What follows belongs to an exercise in optimizing a design on an open flow for small area; a production flow would make more cautious choices. The RTL was checked by simulation tests, not by an equivalence proof against the original design.

==> umber: inputs <==
Design cordic, start of the top module:
module cordic (
  input                clk,
  input                reset,
  input                operands_val,
  input  signed [15:0] x_start,
  input  signed [15:0] y_start,
  input  signed [15:0] angle,
  output signed [15:0] sine,
  output signed [15:0] cosine,
  output               out_valid
);
clock: 5.0 ns
lec_check: 0
cap_margin: 0
core_margin: 2
core_utilization: 60
slew_margin: 0
synth_hierarchical: 1
synth_minimum_keep_size: 0
standard.sh (not shown) runs the stock make flow with config.mk's settings and CLKGATE_MAP_FILE= SYNTH_SCRIPT=/design/flow/synth_recipe.tcl, a recipe that flattens the netlist after the stock synthesis.
==> flow/flow/run.sh <==
#!/bin/bash
# Own layout flow: the standard ORFS flow (standard.sh, including its
# standard synthesis), with two changes to how the layout is built:
#  - the input/output port buffers are sky130_fd_sc_hd__buf_1 cells;
#  - clock tree synthesis inserts no dummy loads.
# ORFS writes each step's full log under orfs/logs/; make's own output goes
# to make.log in this folder.
set -euo pipefail
export BUFFER_PORTS_ARGS="-buffer_cell sky130_fd_sc_hd__buf_1"
export CTS_ARGS="-sink_clustering_enable -repair_clock_nets -dont_use_dummy_load -sink_clustering_size 30 -sink_clustering_max_diameter 100"
bash standard.sh finish > make.log 2>&1
==> yarrow (differences from umber) <==
--- a/flow/design.v
+++ b/flow/design.v
@@ -632,55 +632,55 @@
   cr_incdec #(.W(13)) u_x13_t (.x(xr10[15:3]), .incn(~(x13_t_cl & ~x13_t_sg)), .decn(~(~x13_t_cl & x13_t_sg)), .y(x13_t_s));
   wire y13_t_cl = ~y13_0_co;
   wire y13_t_sg = xr10[15] ^ ~dir13;
   wire [12:0] y13_t_s;
   cr_incdec #(.W(13)) u_y13_t (.x(yr10[15:3]), .incn(~(y13_t_cl & ~y13_t_sg)), .decn(~(~y13_t_cl & y13_t_sg)), .y(y13_t_s));
   wire [15:0] x13 = {x13_t_s, x13_0_s};
   wire [15:0] y13 = {y13_t_s, y13_0_s};
-  wire dir14 = dr10[14];
+  reg [15:0] xr11, yr11;
+  reg [15:14] dr11;
+  always @(posedge clk) begin
+    xr11 <= x13;
+    yr11 <= y13;
+    dr11 <= {dr10[15], dr10[14]};
+  end
+  wire dir14 = dr11[14];
   wire [1:0] x14_0_s;
   wire x14_0_co;
-  wire [1:0] x14_0_bn = {~(y13[15] ^ dir14), y13[14] ^ dir14};
-  cr_addn #(.N(2)) u_x14_0 (.a(x13[1:0]), .bn(x14_0_bn), .cin(dir14), .s(x14_0_s), .co(x14_0_co));
+  wire [1:0] x14_0_bn = {~(yr11[15] ^ dir14), yr11[14] ^ dir14};
+  cr_addn #(.N(2)) u_x14_0 (.a(xr11[1:0]), .bn(x14_0_bn), .cin(dir14), .s(x14_0_s), .co(x14_0_co));
   wire [1:0] y14_0_s;
   wire y14_0_co;
-  wire [1:0] y14_0_bn = {~(x13[15] ^ ~dir14), x13[14] ^ ~dir14};
-  cr_addn #(.N(2)) u_y14_0 (.a(y13[1:0]), .bn(y14_0_bn), .cin(~dir14), .s(y14_0_s), .co(y14_0_co));
+  wire [1:0] y14_0_bn = {~(xr11[15] ^ ~dir14), xr11[14] ^ ~dir14};
+  cr_addn #(.N(2)) u_y14_0 (.a(yr11[1:0]), .bn(y14_0_bn), .cin(~dir14), .s(y14_0_s), .co(y14_0_co));
   wire x14_t_cl = x14_0_co;
-  wire x14_t_sg = y13[15] ^ dir14;
+  wire x14_t_sg = yr11[15] ^ dir14;
   wire [13:0] x14_t_s;
-  cr_incdec #(.W(14)) u_x14_t (.x(x13[15:2]), .incn(~(x14_t_cl & ~x14_t_sg)), .decn(~(~x14_t_cl & x14_t_sg)), .y(x14_t_s));
+  cr_incdec #(.W(14)) u_x14_t (.x(xr11[15:2]), .incn(~(x14_t_cl & ~x14_t_sg)), .decn(~(~x14_t_cl & x14_t_sg)), .y(x14_t_s));
   wire y14_t_cl = y14_0_co;
-  wire y14_t_sg = x13[15] ^ ~dir14;
+  wire y14_t_sg = xr11[15] ^ ~dir14;
   wire [13:0] y14_t_s;
-  cr_incdec #(.W(14)) u_y14_t (.x(y13[15:2]), .incn(~(y14_t_cl & ~y14_t_sg)), .decn(~(~y14_t_cl & y14_t_sg)), .y(y14_t_s));
+  cr_incdec #(.W(14)) u_y14_t (.x(yr11[15:2]), .incn(~(y14_t_cl & ~y14_t_sg)), .decn(~(~y14_t_cl & y14_t_sg)), .y(y14_t_s));
   wire [15:0] x14 = {x14_t_s, x14_0_s};
   wire [15:0] y14 = {y14_t_s, y14_0_s};
-  reg [15:0] xr11, yr11;
-  reg [15:15] dr11;
-  always @(posedge clk) begin
-    xr11 <= x14;
-    yr11 <= y14;
-    dr11 <= {dr10[15]};
-  end
   wire dir15 = dr11[15];
   wire [0:0] x15_0_s;
   wire x15_0_co;
-  wire [0:0] x15_0_bn = {yr11[15] ^ dir15};
-  cr_addn #(.N(1)) u_x15_0 (.a(xr11[0:0]), .bn(x15_0_bn), .cin(dir15), .s(x15_0_s), .co(x15_0_co));
+  wire [0:0] x15_0_bn = {y14[15] ^ dir15};
+  cr_addn #(.N(1)) u_x15_0 (.a(x14[0:0]), .bn(x15_0_bn), .cin(dir15), .s(x15_0_s), .co(x15_0_co));
   wire [0:0] y15_0_s;
   wire y15_0_co;
-  wire [0:0] y15_0_bn = {xr11[15] ^ ~dir15};
-  cr_addn #(.N(1)) u_y15_0 (.a(yr11[0:0]), .bn(y15_0_bn), .cin(~dir15), .s(y15_0_s), .co(y15_0_co));
+  wire [0:0] y15_0_bn = {x14[15] ^ ~dir15};
+  cr_addn #(.N(1)) u_y15_0 (.a(y14[0:0]), .bn(y15_0_bn), .cin(~dir15), .s(y15_0_s), .co(y15_0_co));
   wire x15_t_cl = ~x15_0_co;
-  wire x15_t_sg = yr11[15] ^ dir15;
+  wire x15_t_sg = y14[15] ^ dir15;
   wire [14:0] x15_t_s;
-  cr_incdec #(.W(15)) u_x15_t (.x(xr11[15:1]), .incn(~(x15_t_cl & ~x15_t_sg)), .decn(~(~x15_t_cl & x15_t_sg)), .y(x15_t_s));
+  cr_incdec #(.W(15)) u_x15_t (.x(x14[15:1]), .incn(~(x15_t_cl & ~x15_t_sg)), .decn(~(~x15_t_cl & x15_t_sg)), .y(x15_t_s));
   wire y15_t_cl = ~y15_0_co;
-  wire y15_t_sg = xr11[15] ^ ~dir15;
+  wire y15_t_sg = x14[15] ^ ~dir15;
   wire [14:0] y15_t_s;
-  cr_incdec #(.W(15)) u_y15_t (.x(yr11[15:1]), .incn(~(y15_t_cl & ~y15_t_sg)), .decn(~(~y15_t_cl & y15_t_sg)), .y(y15_t_s));
+  cr_incdec #(.W(15)) u_y15_t (.x(y14[15:1]), .incn(~(y15_t_cl & ~y15_t_sg)), .decn(~(~y15_t_cl & y15_t_sg)), .y(y15_t_s));
   wire [15:0] x15 = {x15_t_s, x15_0_s};
   wire [15:0] y15 = {y15_t_s, y15_0_s};
   assign cosine = x15;
   assign sine   = y15;
 endmodule
==> flow/run.sh (new file) <==
#!/bin/bash
# synth_recipe.tcl (not shown) runs the flow's synth.tcl, then flattens the netlist and writes it again
# the make line also repeats each setting of config.mk as NAME=value (left out here)
make -C /OpenROAD-flow-scripts/flow DESIGN_CONFIG=/design/flow/config.mk WORK_HOME=/design/flow/orfs CLKGATE_MAP_FILE= SYNTH_SCRIPT=/design/flow/synth_recipe.tcl finish
--- a/flow/config.mk
+++ b/flow/config.mk
@@ -4,10 +4,12 @@
 export VERILOG_FILES = /design/flow/design.v
 export SDC_FILE = /design/flow/constraint.sdc
 export NUM_CORES = 4
 export LEC_CHECK = 0
 export CAP_MARGIN = 0
 export CORE_MARGIN = 2
 export CORE_UTILIZATION = 60
+export CTS_BUF_LIST = sky130_fd_sc_hd__clkbuf_4 sky130_fd_sc_hd__clkbuf_8
+export CTS_CLUSTER_SIZE = 30
 export SLEW_MARGIN = 0
 export SYNTH_HIERARCHICAL = 1
 export SYNTH_MINIMUM_KEEP_SIZE = 0
removed: flow/flow/run.sh
removed: flow/standard.sh
==> flow_summary.json <==
{
  "viasPerCell": 5.387,
  "rsz0062_at_grt": "no",
  "register_area_sq_um": 10590,
  "run_status": "finished clean",
  "critPathLaunch": "tr0[3]",
  "max_freq_mhz": 220.2
}
Source of the figures above: umber

==> flow_summary.json <==
{
  "run_status": "finished with violations",
  "max_freq_mhz": 189.1,
  "hold_depth": 0,
  "timing.final.setup_violations": 29,
  "post-route-worst-setup-slack_ns": -0.2881,
  "viasPerCell": 5.345,
  "critPathLaunch": "dr11[14]",
  "min_period_ns": 5.288,
  "register_area_sq_um": 10620,
  "violatedChecks": "negative setup slack"
}
Source of the figures above: yarrow

what the ideal ports hide:
The flow's constraints put no driver on any port. The routed layouts listed below were extracted and timed again, unchanged, in two steps.
Step 1, drivers: a clkbuf_16 drives clk and a buf_2 each remaining input, both assumed.
Step 2 moves the port delays by t, midway between the first and last clock arrival at a register: inputs arrive t later, outputs are due t later. That takes back most of the time a late clock gives input paths.
Three values: no drivers, after step 1, after step 2; two values: the first two.
run	t (ns)	setup WS [ns]	worst slew at a driven data input, ns
umber	0.605	0.458 / 0.458 / 0.120	0.04
yarrow	0.695	-0.288 / -0.343 / -0.219	0.05
The setup slack of umber, which loses most, moves by 0.000 ns with the drivers and by -0.338 ns with both steps.
